What follows belongs to an exercise in optimizing a design on an open flow for small area; a production flow would make more cautious choices.
Where RTL was checked, it was by simulation tests only, not by an equivalence proof against the original.
The clock input has no modelled driver; a real chip could not lean on it and would need a root buffer or a full tree.
Power and IR drop assume default switching activity.

==> flow/design.v <==
`timescale 1 ps / 1 ps
module arbitor (
    input      clk,
    input      rst,
    input      link_initialized,
    input      iotx_tvalid,
    input      event_in_0,
    input      event_in_1,
    input      event_in_2,
    input      event_in_3,
    input      event_in_4,
    input      event_in_5,
    input      event_in_6,
    input      event_in_7,
    input      event_in_8,
    output     event_out_0,
    output     event_out_1,
    output     event_out_2,
    output     event_out_3,
    output     event_out_4,
    output     event_out_5,
    output     event_out_6,
    output     event_out_7,
    output     event_out_8
);
    reg  [3:0] q [0:8];    
    reg  [3:0] o;          
    reg  [7:0] flag;       
    reg        pop;        
    reg        dec;        
    wire ready = ~(o[3] & o[1] & ~o[0]);
    wire [8:0] ev  = {event_in_8, event_in_7, event_in_6, event_in_5, event_in_4,
                      event_in_3, event_in_2, event_in_1, event_in_0};
    wire [8:0] act = ev | {1'b0, flag};
    wire [8:0] higher;
    assign higher[8] = 1'b0;
    genvar k;
    generate
        for (k = 7; k >= 0; k = k - 1) begin : g_hi
            assign higher[k] = higher[k+1] | act[k+1];
        end
    endgenerate
    wire any = higher[0] | act[0];
    wire [3:0] code;
    assign code[3] = act[8];
    assign code[2] = higher[3] & ~act[8];
    assign code[1] = higher[5] & ~act[8] | higher[1] & ~higher[3];
    assign code[0] = act[7] & ~act[8] | act[5] & ~higher[5] | act[3] & ~higher[3] | act[1] & ~higher[1];
    wire busy    = higher[5] | ev[5] | (|act[4:0]);
    wire empty   = o[3] & o[1];    
    wire replay  = ~iotx_tvalid & ~busy & ~pop & ~empty;
    wire full    = o[3] & ~o[1];
    wire blocked = replay & (o[3] | o[2] & o[1] & o[0]);    
    wire accept  = ready & any & ~blocked;
    wire inc = accept & ~dec & ~full | ~ready & link_initialized;
    wire dn  = dec & ~accept & ~empty;
    wire [3:0] o_tog;
    assign o_tog[0] = inc | dn;
    assign o_tog[1] = inc & o[0] | dn & ~o[0];
    assign o_tog[2] = inc & o[0] & o[1] | dn & ~o[0] & ~o[1];
    assign o_tog[3] = inc & o[0] & o[1] & o[2] | dn & ~o[0] & ~o[1] & ~o[2];
    always @(posedge clk) begin
        if (accept) begin
            q[0] <= code;
            q[1] <= q[0];
            q[2] <= q[1];
            q[3] <= q[2];
            q[4] <= q[3];
            q[5] <= q[4];
            q[6] <= q[5];
            q[7] <= q[6];
            q[8] <= q[7];
        end
    end
    always @(posedge clk) begin
        flag[4:0] <= {5{ready}} & act[4:0] & higher[4:0];
        flag[7:6] <= {2{ready}} & act[7:6] & higher[7:6];
        flag[5]   <= ready & act[5] & higher[5] | blocked & flag[5];
        dec       <= replay & ~accept;
    end
    always @(posedge clk or posedge rst) begin
        if (rst) begin
            o     <= 4'd14;
            pop   <= 1'b0;
        end else begin
            pop <= replay;
            o <= o ^ o_tog;
        end
    end
    reg [3:0] head;
    always @* begin
        case (o[2:0])
            3'd0: head = q[0];
            3'd1: head = q[1];
            3'd2: head = q[2];
            3'd3: head = q[3];
            3'd4: head = q[4];
            3'd5: head = q[5];
            3'd6: head = q[6];
            default: head = q[7];
        endcase
        if (o[3])
            head = q[8];
    end
    assign event_out_0 = pop & (head == 4'd0);
    assign event_out_1 = pop & (head[2:0] == 3'd1);
    assign event_out_2 = pop & (head[2:0] == 3'd2);
    assign event_out_3 = pop & (head[2:0] == 3'd3);
    assign event_out_4 = pop & (head[2:0] == 3'd4);
    assign event_out_5 = pop & (head[2:0] == 3'd5);
    assign event_out_6 = pop & (head[2:0] == 3'd6);
    assign event_out_7 = pop & (head[2:0] == 3'd7);
    assign event_out_8 = pop & head[3];
endmodule
export LEC_CHECK = 0
export ABC_AREA = 1
export CAP_MARGIN = 0
export CORE_MARGIN = 2
export CORE_UTILIZATION = 60
export SLEW_MARGIN = 0
create_clock -name core_clock -period 5.0 [get_ports {clk}]
standard.sh (not shown) runs the stock make flow with config.mk's settings and CLKGATE_MAP_FILE= SYNTH_SCRIPT=/design/flow/synth_recipe.tcl, a recipe that flattens the netlist after the stock synthesis.
==> flow/flow/run.sh <==
#!/bin/bash
# Standard ORFS layout with these changes:
#  - ports are buffered with the smallest buffer (buf_1);
#  - after floorplan, the logic between registers is re-synthesised for area
#    with OpenROAD's restructure (registers untouched) and cells are sized
#    down; the later timing repair sizes up whatever needs it;
#  - after CTS, the clock tree's dummy loads and its root buffer are removed
#    (the clock port then drives the four leaf clock buffers), and leaf
#    buffers are sized down where the estimated clock slew stays low.
set -euo pipefail
here=$(pwd)
mkdir -p $here/rmp
export RMP_WORK_DIR=$here/rmp
export BUFFER_PORTS_ARGS="-buffer_cell sky130_fd_sc_hd__buf_1"
export POST_FLOORPLAN_TCL=$here/flow/post_floorplan.tcl
export POST_CTS_TCL=$here/flow/post_cts.tcl
export TRIM_CLOCK_PORT=clk
export SHRINK_CELLS="sky130_fd_sc_hd__clkbuf_4"
export SHRINK_MAX_SLEW=0.110
bash standard.sh > $here/standard.log 2>&1
Other scripts of this flow, unchanged in this note and not shown: flow/flow/downsize.tcl, flow/flow/post_cts.tcl, flow/flow/post_floorplan.tcl, flow/flow/shrink_leaves.tcl, flow/flow/trim_lib.py
The baseline went through all stages and came out clean.
Change:
--- a/flow/design.v
+++ b/flow/design.v
@@ -23,12 +23,13 @@
     output     event_out_7,
     output     event_out_8
 );
     reg  [3:0] q [0:8];    
-    reg  [3:0] o;          
+    reg  [3:0] o_s;        
     reg  [7:0] flag;       
     reg        pop;        
     reg        dec;        
+    wire [3:0] o = o_s ^ 4'd14;
     wire ready = ~(o[3] & o[1] & ~o[0]);
     wire [8:0] ev  = {event_in_8, event_in_7, event_in_6, event_in_5, event_in_4,
                       event_in_3, event_in_2, event_in_1, event_in_0};
     wire [8:0] act = ev | {1'b0, flag};
@@ -51,15 +52,8 @@
     wire replay  = ~iotx_tvalid & ~busy & ~pop & ~empty;
     wire full    = o[3] & ~o[1];
     wire blocked = replay & (o[3] | o[2] & o[1] & o[0]);    
     wire accept  = ready & any & ~blocked;
-    wire inc = accept & ~dec & ~full | ~ready & link_initialized;
-    wire dn  = dec & ~accept & ~empty;
-    wire [3:0] o_tog;
-    assign o_tog[0] = inc | dn;
-    assign o_tog[1] = inc & o[0] | dn & ~o[0];
-    assign o_tog[2] = inc & o[0] & o[1] | dn & ~o[0] & ~o[1];
-    assign o_tog[3] = inc & o[0] & o[1] & o[2] | dn & ~o[0] & ~o[1] & ~o[2];
     always @(posedge clk) begin
         if (accept) begin
             q[0] <= code;
             q[1] <= q[0];
@@ -79,13 +73,16 @@
         dec       <= replay & ~accept;
     end
     always @(posedge clk or posedge rst) begin
         if (rst) begin
-            o     <= 4'd14;
+            o_s   <= 4'd0;
             pop   <= 1'b0;
         end else begin
             pop <= replay;
-            o <= o ^ o_tog;
+            if (accept & ~dec & ~full | ~ready & link_initialized)
+                o_s <= (o + 4'd1) ^ 4'd14;
+            else if (dec & ~accept & ~empty)
+                o_s <= (o - 4'd1) ^ 4'd14;
         end
     end
     reg [3:0] head;
     always @* begin
Clock power barely changes. Global-route usage grows by 1.6 points. Maximum frequency falls by a few percent. Area after synthesis shrinks slightly. Worst setup slack got worse by 0.17 ns. Utilization climbs by 4.0 points. Cell area climbs slightly. Cell count came out higher by a few percent. Via count grows by a few percent. Die area decreases slightly. Hold slack hardly moves. Critical path depth does not change. Routed wire length rises by a few percent.
The RTL of the first run of this note was laid out without a check of its function.

* * *

== the reference run ==
Another version of the RTL of arbitor (not shown whole).
Size in the first run: roughly 50 flip-flops, ~22 I/O pins.
==> module arbitor, before the edit <==
module arbitor (
    input      clk,
    input      rst,
    input      link_initialized,
    input      iotx_tvalid,
    input      event_in_0,
    input      event_in_1,
    input      event_in_2,
    input      event_in_3,
    input      event_in_4,
    input      event_in_5,
    input      event_in_6,
    input      event_in_7,
    input      event_in_8,
    output     event_out_0,
    output     event_out_1,
    output     event_out_2,
    output     event_out_3,
    output     event_out_4,
    output     event_out_5,
    output     event_out_6,
    output     event_out_7,
    output     event_out_8
);
    reg  [3:0] q [0:8];    
    reg  [3:0] o_s;        
    reg  [7:0] flag;       
    reg        pop;        
    reg        dec;        
    wire [3:0] o = o_s ^ 4'd14;
    wire ready = ~(o[3] & o[1] & ~o[0]);
    wire [8:0] ev  = {event_in_8, event_in_7, event_in_6, event_in_5, event_in_4,
                      event_in_3, event_in_2, event_in_1, event_in_0};
    wire [8:0] act = ev | {1'b0, flag};
    wire [8:0] higher;
    assign higher[8] = 1'b0;
    genvar k;
    generate
        for (k = 7; k >= 0; k = k - 1) begin : g_hi
            assign higher[k] = higher[k+1] | act[k+1];
        end
    endgenerate
    wire any = higher[0] | act[0];
    wire [3:0] code;
    assign code[3] = act[8];
    assign code[2] = higher[3] & ~act[8];
    assign code[1] = higher[5] & ~act[8] | higher[1] & ~higher[3];
    assign code[0] = act[7] & ~act[8] | act[5] & ~higher[5] | act[3] & ~higher[3] | act[1] & ~higher[1];
    wire busy    = higher[5] | ev[5] | (|act[4:0]);
    wire empty   = o[3] & o[1];    
    wire replay  = ~iotx_tvalid & ~busy & ~pop & ~empty;
    wire full    = o[3] & ~o[1];
    wire blocked = replay & (o[3] | o[2] & o[1] & o[0]);    
    wire accept  = ready & any & ~blocked;
    always @(posedge clk) begin
        if (accept) begin
            q[0] <= code;
            q[1] <= q[0];
            q[2] <= q[1];
            q[3] <= q[2];
            q[4] <= q[3];
            q[5] <= q[4];
            q[6] <= q[5];
            q[7] <= q[6];
            q[8] <= q[7];
        end
    end
    always @(posedge clk) begin
        flag[4:0] <= {5{ready}} & act[4:0] & higher[4:0];
        flag[7:6] <= {2{ready}} & act[7:6] & higher[7:6];
        flag[5]   <= ready & act[5] & higher[5] | blocked & flag[5];
    end
    always @(posedge clk or posedge rst) begin
        if (rst) begin
            o_s   <= 4'd0;
            pop   <= 1'b0;
            dec   <= 1'b0;
        end else begin
            pop <= replay;
            dec <= replay & ~accept;
            if (accept & ~dec & ~full | ~ready & link_initialized)
                o_s <= (o + 4'd1) ^ 4'd14;
            else if (dec & ~accept)
                o_s <= (o - 4'd1) ^ 4'd14;
        end
    end
    reg [3:0] head;
    always @* begin
        case (o[2:0])
            3'd0: head = q[0];
            3'd1: head = q[1];
            3'd2: head = q[2];
            3'd3: head = q[3];
            3'd4: head = q[4];
            3'd5: head = q[5];
            3'd6: head = q[6];
            default: head = q[7];
        endcase
        if (o[3])
            head = q[8];
    end
    assign event_out_0 = pop & (head == 4'd0);
    assign event_out_1 = pop & (head[2:0] == 3'd1);
    assign event_out_2 = pop & (head[2:0] == 3'd2);
    assign event_out_3 = pop & (head[2:0] == 3'd3);
    assign event_out_4 = pop & (head[2:0] == 3'd4);
    assign event_out_5 = pop & (head[2:0] == 3'd5);
    assign event_out_6 = pop & (head[2:0] == 3'd6);
    assign event_out_7 = pop & (head[2:0] == 3'd7);
    assign event_out_8 = pop & head[3];
endmodule
clock: 5.0 ns
lec_check: 0
abc_area: 1
cap_margin: 0
core_margin: 2
core_utilization: 60
slew_margin: 0
Scripts as last shown in full above: flow/flow/run.sh
Other scripts of this flow, unchanged in this note and not shown: flow/flow/downsize.tcl, flow/flow/post_cts.tcl, flow/flow/post_floorplan.tcl, flow/flow/shrink_leaves.tcl, flow/flow/trim_lib.py
For the trial run, these inputs were changed with respect to the reference run:
--- a/flow/design.v
+++ b/flow/design.v
@@ -22,15 +22,14 @@
     output     event_out_6,
     output     event_out_7,
     output     event_out_8
 );
     reg  [3:0] q [0:8];    
-    reg  [3:0] o_s;        
+    reg  [3:0] o;          
     reg  [7:0] flag;       
     reg        pop;        
     reg        dec;        
-    wire [3:0] o = o_s ^ 4'd14;
     wire ready = ~(o[3] & o[1] & ~o[0]);
     wire [8:0] ev  = {event_in_8, event_in_7, event_in_6, event_in_5, event_in_4,
                       event_in_3, event_in_2, event_in_1, event_in_0};
     wire [8:0] act = ev | {1'b0, flag};
     wire [8:0] higher;
@@ -68,23 +67,22 @@
     end
     always @(posedge clk) begin
         flag[4:0] <= {5{ready}} & act[4:0] & higher[4:0];
         flag[7:6] <= {2{ready}} & act[7:6] & higher[7:6];
         flag[5]   <= ready & act[5] & higher[5] | blocked & flag[5];
+        dec       <= replay & ~accept;
     end
     always @(posedge clk or posedge rst) begin
         if (rst) begin
-            o_s   <= 4'd0;
+            o     <= 4'd14;
             pop   <= 1'b0;
-            dec   <= 1'b0;
         end else begin
             pop <= replay;
-            dec <= replay & ~accept;
             if (accept & ~dec & ~full | ~ready & link_initialized)
-                o_s <= (o + 4'd1) ^ 4'd14;
-            else if (dec & ~accept)
-                o_s <= (o - 4'd1) ^ 4'd14;
+                o <= o + 4'd1;
+            else if (dec & ~accept & ~empty)
+                o <= o - 4'd1;
         end
     end
     reg [3:0] head;
     always @* begin
         case (o[2:0])
==> comparison <==
- The reference run → the trial run: post-synthesis sequential area ratio saw little to no change; iteration-0 DRC count of the detailed router went up by about 11%; worst setup slack went down by 87 ps; number of nets produced by synthesis saw a decrease.
- The pin count of the biggest net entering global routing in the trial run sits 5.0% below the value recorded for the reference run.
- The reference run -> the trial run: count of clock-buffer cells in the layout delta 0, exact match
- Higher combinational share of power among the reference run and the trial run: the trial run

[what the ideal ports hide]
In the flow no input, the clock included, has a driving cell. The finished layouts below were timed again as built, in two steps.
Step 1 sets driving cells, clkbuf_16 on the clock port and buf_2 on the other inputs (assumed; they add their load-dependent delay and slew).
Step 2 moves the port delays by t, midway between the first and last clock arrival at a register: inputs arrive t later, outputs are due t later. That takes back most of the time a late clock gives input paths.
Three values: no drivers, after step 1, after step 2; two values: the first two.
run	t (ns)	setup slack, ns	worst hold slack (ns)	latest minus earliest clock arrival (ns)	slew at the worst register clock pin (ns)
the first run of note 1	0.195	1.371 / 1.323 / 1.206	0.444 / 0.444 / 0.444	0.032 / 0.032	0.10 / 0.10
the second run of note 1	0.194	1.204 / 1.156 / 1.204	0.441 / 0.441 / 0.441	0.021 / 0.022	0.09 / 0.09
the reference run	0.196	1.166 / 1.117 / 0.999	0.459 / 0.459 / 0.459	0.015 / 0.015	0.09 / 0.09
the trial run	0.198	1.080 / 1.105 / 0.907	0.448 / 0.447 / 0.447	0.021 / 0.020	0.10 / 0.10
After both steps every run listed still meets setup and hold. For the trial run, which loses most, drivers alone change the setup slack by +0.025 ns; drivers and shift together by -0.173 ns.
